Background: an optimization exercise with open tools, aiming at small area, a short achievable clock period and few clock cycles. Do not read the settings as production practice. The RTL was checked by simulation tests, not by an equivalence proof against the original design. Power and IR drop assume default switching activity.

== build 17 ==
==> flow/design.v (excerpt) <==
module filter2d(
                input           clk,
                input           rstn,
                input           start,
                output reg      finish,
                output          cs,
                output          we,
                output [16:0]   addr,
                output [7:0]    din,
                input  [7:0]    dout,
                input           h_write,
                input  [3:0]    h_idx,
                input  [7:0]    h_data
);
reg        run, pend;
reg  [2:0] t;
reg  [7:0] s;
reg  [7:0] b;
wire t_last = (t == 3'd5);
wire done   = t_last && (s == 8'd1) && b[7];
wire go     = (start | pend) && (t_last || (t == 3'd0));
always @(posedge clk or negedge rstn) begin
    if (!rstn) begin
        run    <= 1'b0;
        pend   <= 1'b0;
        t      <= 3'd0;
        finish <= 1'b0;
    end else begin
        t      <= t_last ? 3'd0 : t + 3'd1;
  ...
Size in the first run: about 1700 cells after synthesis, roughly 0.019 mm2 of cells after synthesis.
clock: 10.0 ns
lec_check: 0
cap_margin: 20
core_margin: 2
core_utilization: 40
slew_margin: 20
standard.sh (not shown) runs the stock make flow with config.mk's settings and CLKGATE_MAP_FILE= SYNTH_SCRIPT=/design/flow/synth_recipe.tcl, a recipe that flattens the netlist after the stock synthesis.
==> flow/flow/run.sh <==
#!/bin/bash
# Standard layout, with the timing repair aimed at a shorter period than the
# clock's (the SDC is unchanged; only repair_timing's setup margin is raised).
set -euo pipefail
bash standard.sh SETUP_SLACK_MARGIN=7 CTS_CLUSTER_SIZE=30 CTS_CLUSTER_DIAMETER=100 finish > standard.log 2>&1
Testbench counts of build 17, summed over its fixed seeds: cycles 1,572,980.
Input changes introduced in build 18 (baseline for comparison: build 17):
==> flow/flow/run.sh <==
#!/bin/bash
# Standard layout, with the timing repair aimed at a shorter period than the
# clock's (the SDC is unchanged; only repair_timing's setup margin is raised).
set -euo pipefail
bash standard.sh SETUP_SLACK_MARGIN=7 TNS_END_PERCENT=100 finish > standard.log 2>&1
==> summary.txt <==
Compared with build 17, build 18 shows a clock buffer instance count of the final layout that is 32 higher.
In build 18 relative to build 17, switching power total had gone up by a little under 10%.
Build 17 → build 18: via count grew by 189, final core utilization went up by 2.0 points, stage delay of the slowest cell on the critical path rose by 0.05 ns, post-route minimum period moved down, register-to-register setup slack now larger.
Re area growth from synthesis to final layout: build 17 was lower than build 18.
[inputs] build 78 vs build 18
==> flow/flow/run.sh <==
#!/bin/bash
# Standard layout, with the timing repair aimed at a shorter period than the
# clock's (the SDC is unchanged; only repair_timing's setup margin is raised).
set -euo pipefail
bash standard.sh SETUP_SLACK_MARGIN=7 TNS_END_PERCENT=5 CORE_UTILIZATION=65 CTS_CLUSTER_SIZE=24 CTS_CLUSTER_DIAMETER=80 finish > standard.log 2>&1
--- outcome ---
- Build 18 → build 78: met2 layer usage reported by global route has increased; sequential share of layout area has increased; wire length on met2 has decreased; number of logic inverters in the finished layout has remained practically unchanged.
- Cell area after layout: build 78 < build 18
#### Input delta (build 34 over build 78)
==> flow/flow/run.sh <==
#!/bin/bash
# Standard layout, with the timing repair aimed at a shorter period than the
# clock's (the SDC is unchanged; only repair_timing's setup margin is raised).
set -euo pipefail
bash standard.sh SETUP_SLACK_MARGIN=7 TNS_END_PERCENT=5 CORE_UTILIZATION=55 CTS_CLUSTER_SIZE=24 CTS_CLUSTER_DIAMETER=80 MATCH_CELL_FOOTPRINT=0 finish > standard.log 2>&1
Results
Every stage of the flow completed for build 34, and the final layout passed the timing, DRC and antenna checks. Combinational cell fraction of total power in build 34 is 0.3 points below build 78. Power density over the cells was lower in build 34 than in build 78. Build 34 vs build 78, wire length went down by about 4%. Density: build 34 sparser than build 78. Of build 34 and build 78, the run reporting the lower data arrival time at the worst-slack endpoint was build 34. The routing usage on met1 in build 34 was lower than what build 78 gave. Build 34 has clock group power below what build 78 had.


Setup of job 101:
Another version of the RTL of filter2d (not shown whole).
For scale: about 1,700 cells after synthesis, ~350 flip-flops, about 52 I/O pins, roughly 0.019 mm2 of cells after synthesis.
Settings: LEC_CHECK=0, CAP_MARGIN=20, CORE_MARGIN=2, CORE_UTILIZATION=40, SLEW_MARGIN=20; clock period 10.0 ns.
==> flow/flow/run.sh <==
#!/bin/bash
# Standard layout, with the timing repair aimed at a shorter period than the
# clock's (the SDC is unchanged; only repair_timing's setup margin is raised),
# and plain buffers on the ports.
set -euo pipefail
bash standard.sh SETUP_SLACK_MARGIN=7.3 TNS_END_PERCENT=5 CORE_UTILIZATION=65 CTS_CLUSTER_SIZE=24 CTS_CLUSTER_DIAMETER=80 MATCH_CELL_FOOTPRINT=0 'BUFFER_PORTS_ARGS=-buffer_cell sky130_fd_sc_hd__buf_2' finish > standard.log 2>&1
Testbench counts of job 101, summed over its fixed seeds: cycles 1,573,008.
Input-level comparison between job 102 and job 101:
==> flow/flow/run.sh <==
#!/bin/bash
# Standard layout, with the timing repair aimed at a shorter period than the
# clock's (the SDC is unchanged; only repair_timing's setup margin is raised),
# and plain buffers on the ports.
set -euo pipefail
bash standard.sh SETUP_SLACK_MARGIN=7 TNS_END_PERCENT=5 CORE_UTILIZATION=55 CTS_CLUSTER_SIZE=24 CTS_CLUSTER_DIAMETER=80 MATCH_CELL_FOOTPRINT=0 'BUFFER_PORTS_ARGS=-buffer_cell sky130_fd_sc_hd__buf_2' finish > standard.log 2>&1
==> summary.txt <==
Job 102 finished every step from synthesis to the final layout, and the layout passed the timing, DRC and antenna checks.
Job 101 closes out successfully: all stages finished, all timing, DRC and antenna checks passed.
Measured against each other, job 102 and job 101 differ in layout net count, the higher figure coming from job 101.
Job 102 can be clocked slower than job 101.
Worst setup path endpoint = din[2]: job 102; worst setup path endpoint = finish: job 101
Worst hold path stage count came out exactly the same in job 102 and job 101.
In job 102 the via count of the first global-routing pass turned out 455 lower than in job 101.
As far as final non-filler cell area is concerned, job 101 and job 102 perform about the same.
Taking job 101 as the reference, in job 102 iteration count of the initial detailed-routing pass now sits lower; die area now sits higher.
There was hardly any difference in required arrival time at the worst endpoint between job 102 and job 101.
Sort job 102 and job 101 by cell count, ascending, and job 101 comes first.
## Diff of input files: job 103 against job 102
==> flow/flow/run.sh <==
#!/bin/bash
# Standard layout, with the timing repair aimed at a shorter period than the
# clock's (the SDC is unchanged; only repair_timing's setup margin is raised),
# and plain buffers on the ports.
set -euo pipefail
bash standard.sh SETUP_SLACK_MARGIN=7 TNS_END_PERCENT=5 CORE_UTILIZATION=65 CTS_CLUSTER_SIZE=24 CTS_CLUSTER_DIAMETER=80 MATCH_CELL_FOOTPRINT=0 'BUFFER_PORTS_ARGS=-buffer_cell sky130_fd_sc_hd__buf_2' finish > standard.log 2>&1
## What came out
- Job 103 has completed all stages; timing, DRC and antenna checks passed.
- On utilization: job 103 sits above job 102.
- Between job 102 and job 103, the flow reports final cell count decreasing by a few percent.
- Compared to job 102, job 103 has net switching power 6.5% lower.
- Sort job 102 and job 103 by height of the die asc -> top: job 103
- Via count of the first global-routing pass grows by a few percent when moving from job 102 to job 103.
- In the reports for job 102 and job 103, the larger share of power burned in the clock network belongs to job 102.
- Post-route total power on job 103 is ahead of job 102.
- Job 102 → job 103: post-route worst hold slack has increased; number of rows created at floorplan dropped 7.5%.
Modified inputs, job 104 compared to job 103
==> flow/flow/run.sh <==
#!/bin/bash
# Standard layout, with the timing repair aimed at a shorter period than the
# clock's (the SDC is unchanged; only repair_timing's setup margin is raised),
# and plain buffers on the ports.
set -euo pipefail
bash standard.sh SETUP_SLACK_MARGIN=6.8 TNS_END_PERCENT=5 CORE_UTILIZATION=65 CTS_CLUSTER_SIZE=24 CTS_CLUSTER_DIAMETER=80 MATCH_CELL_FOOTPRINT=0 'BUFFER_PORTS_ARGS=-buffer_cell sky130_fd_sc_hd__buf_2' finish > standard.log 2>&1
[summary]
- Looking at final critical delay including setup and external delays across job 104 and job 103, the one that comes out lower is job 103.
- Compared with job 103, in job 104 detailed-route wire length went down; logic gate share of total power went down.
- Diff job 103..job 104 | number of sequential cells | unchanged
- Job 103 → job 104: length of routed wiring on met1 lower; number of cells on the critical path up 6; final worst-path cycle share saw an increase; diode insertion count for antenna repair about even.
--- input diff job 104..job 105 ---
==> flow/flow/run.sh <==
#!/bin/bash
# Standard layout, with the timing repair aimed at a shorter period than the
# clock's (the SDC is unchanged; only repair_timing's setup margin is raised),
# and plain buffers on the ports.
set -euo pipefail
bash standard.sh SETUP_SLACK_MARGIN=7 TNS_END_PERCENT=5 CORE_UTILIZATION=65 CTS_CLUSTER_SIZE=24 CTS_CLUSTER_DIAMETER=80 MATCH_CELL_FOOTPRINT=0 CAP_MARGIN=5 SLEW_MARGIN=5 'BUFFER_PORTS_ARGS=-buffer_cell sky130_fd_sc_hd__buf_2' finish > standard.log 2>&1
Results
Job 104 and job 105 ended up with roughly the same number of nets produced by synthesis. Compared with job 104, job 105 shows a higher design area. Via count of job 105 is on par with job 104. The run showing the smaller fraction of area in registers is job 105. Changes observed in job 105 relative to job 104: power has remained practically unchanged, cell leakage power went up about 0.6%, proportion of layout cells with a drive suffix above 1 moved up, final cell count up 0.52%. Job 105 | status: complete | timing, DRC, antenna: pass. Going from job 104 to job 105, final wirelength grows by 1.4%.


filter2d again, from the RTL that the note above started with.
==> flow/config.mk <==
export PLATFORM = sky130hd
export DESIGN_NAME = filter2d
export DESIGN_NICKNAME = filter2d
export VERILOG_FILES = /design/flow/design.v
export SDC_FILE = /design/flow/constraint.sdc
export NUM_CORES = 4
export LEC_CHECK = 0
export CAP_MARGIN = 20
export CORE_MARGIN = 2
export CORE_UTILIZATION = 40
export SLEW_MARGIN = 20
==> flow/constraint.sdc <==
create_clock -name core_clock -period 10.0 [get_ports {clk}]
set_input_delay 2.0000 -clock core_clock [delete_from_list [all_inputs] [get_ports {clk}]]
set_output_delay 2.0000 -clock core_clock [all_outputs]
set_load 0.01 [all_outputs]
==> flow/flow/run.sh <==
#!/bin/bash
# Standard layout, with the timing repair aimed at a shorter period than the
# clock's (the SDC is unchanged; only repair_timing's setup margin is raised),
# and plain buffers on the ports.
set -euo pipefail
bash standard.sh SETUP_SLACK_MARGIN=7 TNS_END_PERCENT=5 CORE_UTILIZATION=75 CTS_CLUSTER_SIZE=24 CTS_CLUSTER_DIAMETER=80 MATCH_CELL_FOOTPRINT=0 'BUFFER_PORTS_ARGS=-buffer_cell sky130_fd_sc_hd__buf_2' finish > standard.log 2>&1
Testbench counts at the start, summed over its fixed seeds: cycles 1,573,008.
Then changed:
==> flow/flow/run.sh (replaced) <==
#!/bin/bash
# Standard layout, with the timing repair aimed at a shorter period than the
# clock's (the SDC is unchanged; only repair_timing's setup margin is raised),
# and plain buffers on the ports.
set -euo pipefail
bash standard.sh SETUP_SLACK_MARGIN=6.9 TNS_END_PERCENT=5 CORE_UTILIZATION=65 CTS_CLUSTER_SIZE=24 CTS_CLUSTER_DIAMETER=80 MATCH_CELL_FOOTPRINT=0 'BUFFER_PORTS_ARGS=-buffer_cell sky130_fd_sc_hd__buf_2' finish > standard.log 2>&1
After rerunning: Wire length goes down by 1.8%; synthesized area is unchanged; non-clock buffer count came out lower by 2; global-route usage decreases by 4.1 points; final cell count went up by 2.5%; via count drops by 2.2%.

port drivers added, routing unchanged:
In the flow no input, the clock included, has a driving cell. The finished layouts below were timed again as built, in two steps. Step 1: set_driving_cell puts a clkbuf_16 on clk and a buf_2 on each other input, an assumption about the parent block. Step 2 adds t to the input delays and takes it off the output delays; t is the mean of the earliest and latest rising clock arrival at the registers after step 1. Input paths then give back, and output paths get back, about the clock's delay inside the block. Three values: ideal, step 1, step 2; two values: the first two.
| run | t, ns | setup slack, ns | latest minus earliest clock arrival (ns) | worst register clock-pin slew, ns | worst data-port slew with drivers (ns) |
|---|---|---|---|---|---|
| build 17 | 0.566 | 6.691 / 6.691 / 6.145 | 0.018 / 0.018 | 0.12 / 0.12 | 0.06 |
| build 18 | 0.607 | 6.708 / 6.708 / 6.130 | 0.023 / 0.023 | 0.06 / 0.06 | 0.06 |
| build 78 | 0.573 | 6.635 / 6.635 / 6.166 | 0.014 / 0.014 | 0.10 / 0.10 | 0.06 |
| build 34 | 0.577 | 6.686 / 6.686 / 6.203 | 0.022 / 0.023 | 0.10 / 0.10 | 0.06 |
| job 101 | 0.571 | 6.950 / 6.900 / 6.492 | 0.026 / 0.026 | 0.10 / 0.10 | 0.04 |
| job 102 | 0.581 | 6.880 / 6.828 / 6.492 | 0.024 / 0.024 | 0.10 / 0.10 | 0.06 |
| job 103 | 0.570 | 6.949 / 6.899 / 6.490 | 0.023 / 0.023 | 0.10 / 0.10 | 0.04 |
| job 104 | 0.571 | 6.876 / 6.876 / 6.492 | 0.024 / 0.024 | 0.10 / 0.10 | 0.04 |
| job 105 | 0.570 | 6.949 / 6.899 / 6.490 | 0.022 / 0.023 | 0.10 / 0.10 | 0.04 |
| the first run of note 3 | 0.568 | 6.941 / 6.891 / 6.443 | 0.024 / 0.025 | 0.11 / 0.11 | 0.05 |
| the second run of note 3 | 0.571 | 6.945 / 6.895 / 6.492 | 0.024 / 0.024 | 0.10 / 0.10 | 0.04 |
After both steps every run listed still meets setup and hold. For build 18, which loses most, drivers alone change the setup slack by 0.000 ns; drivers and shift together by -0.578 ns.
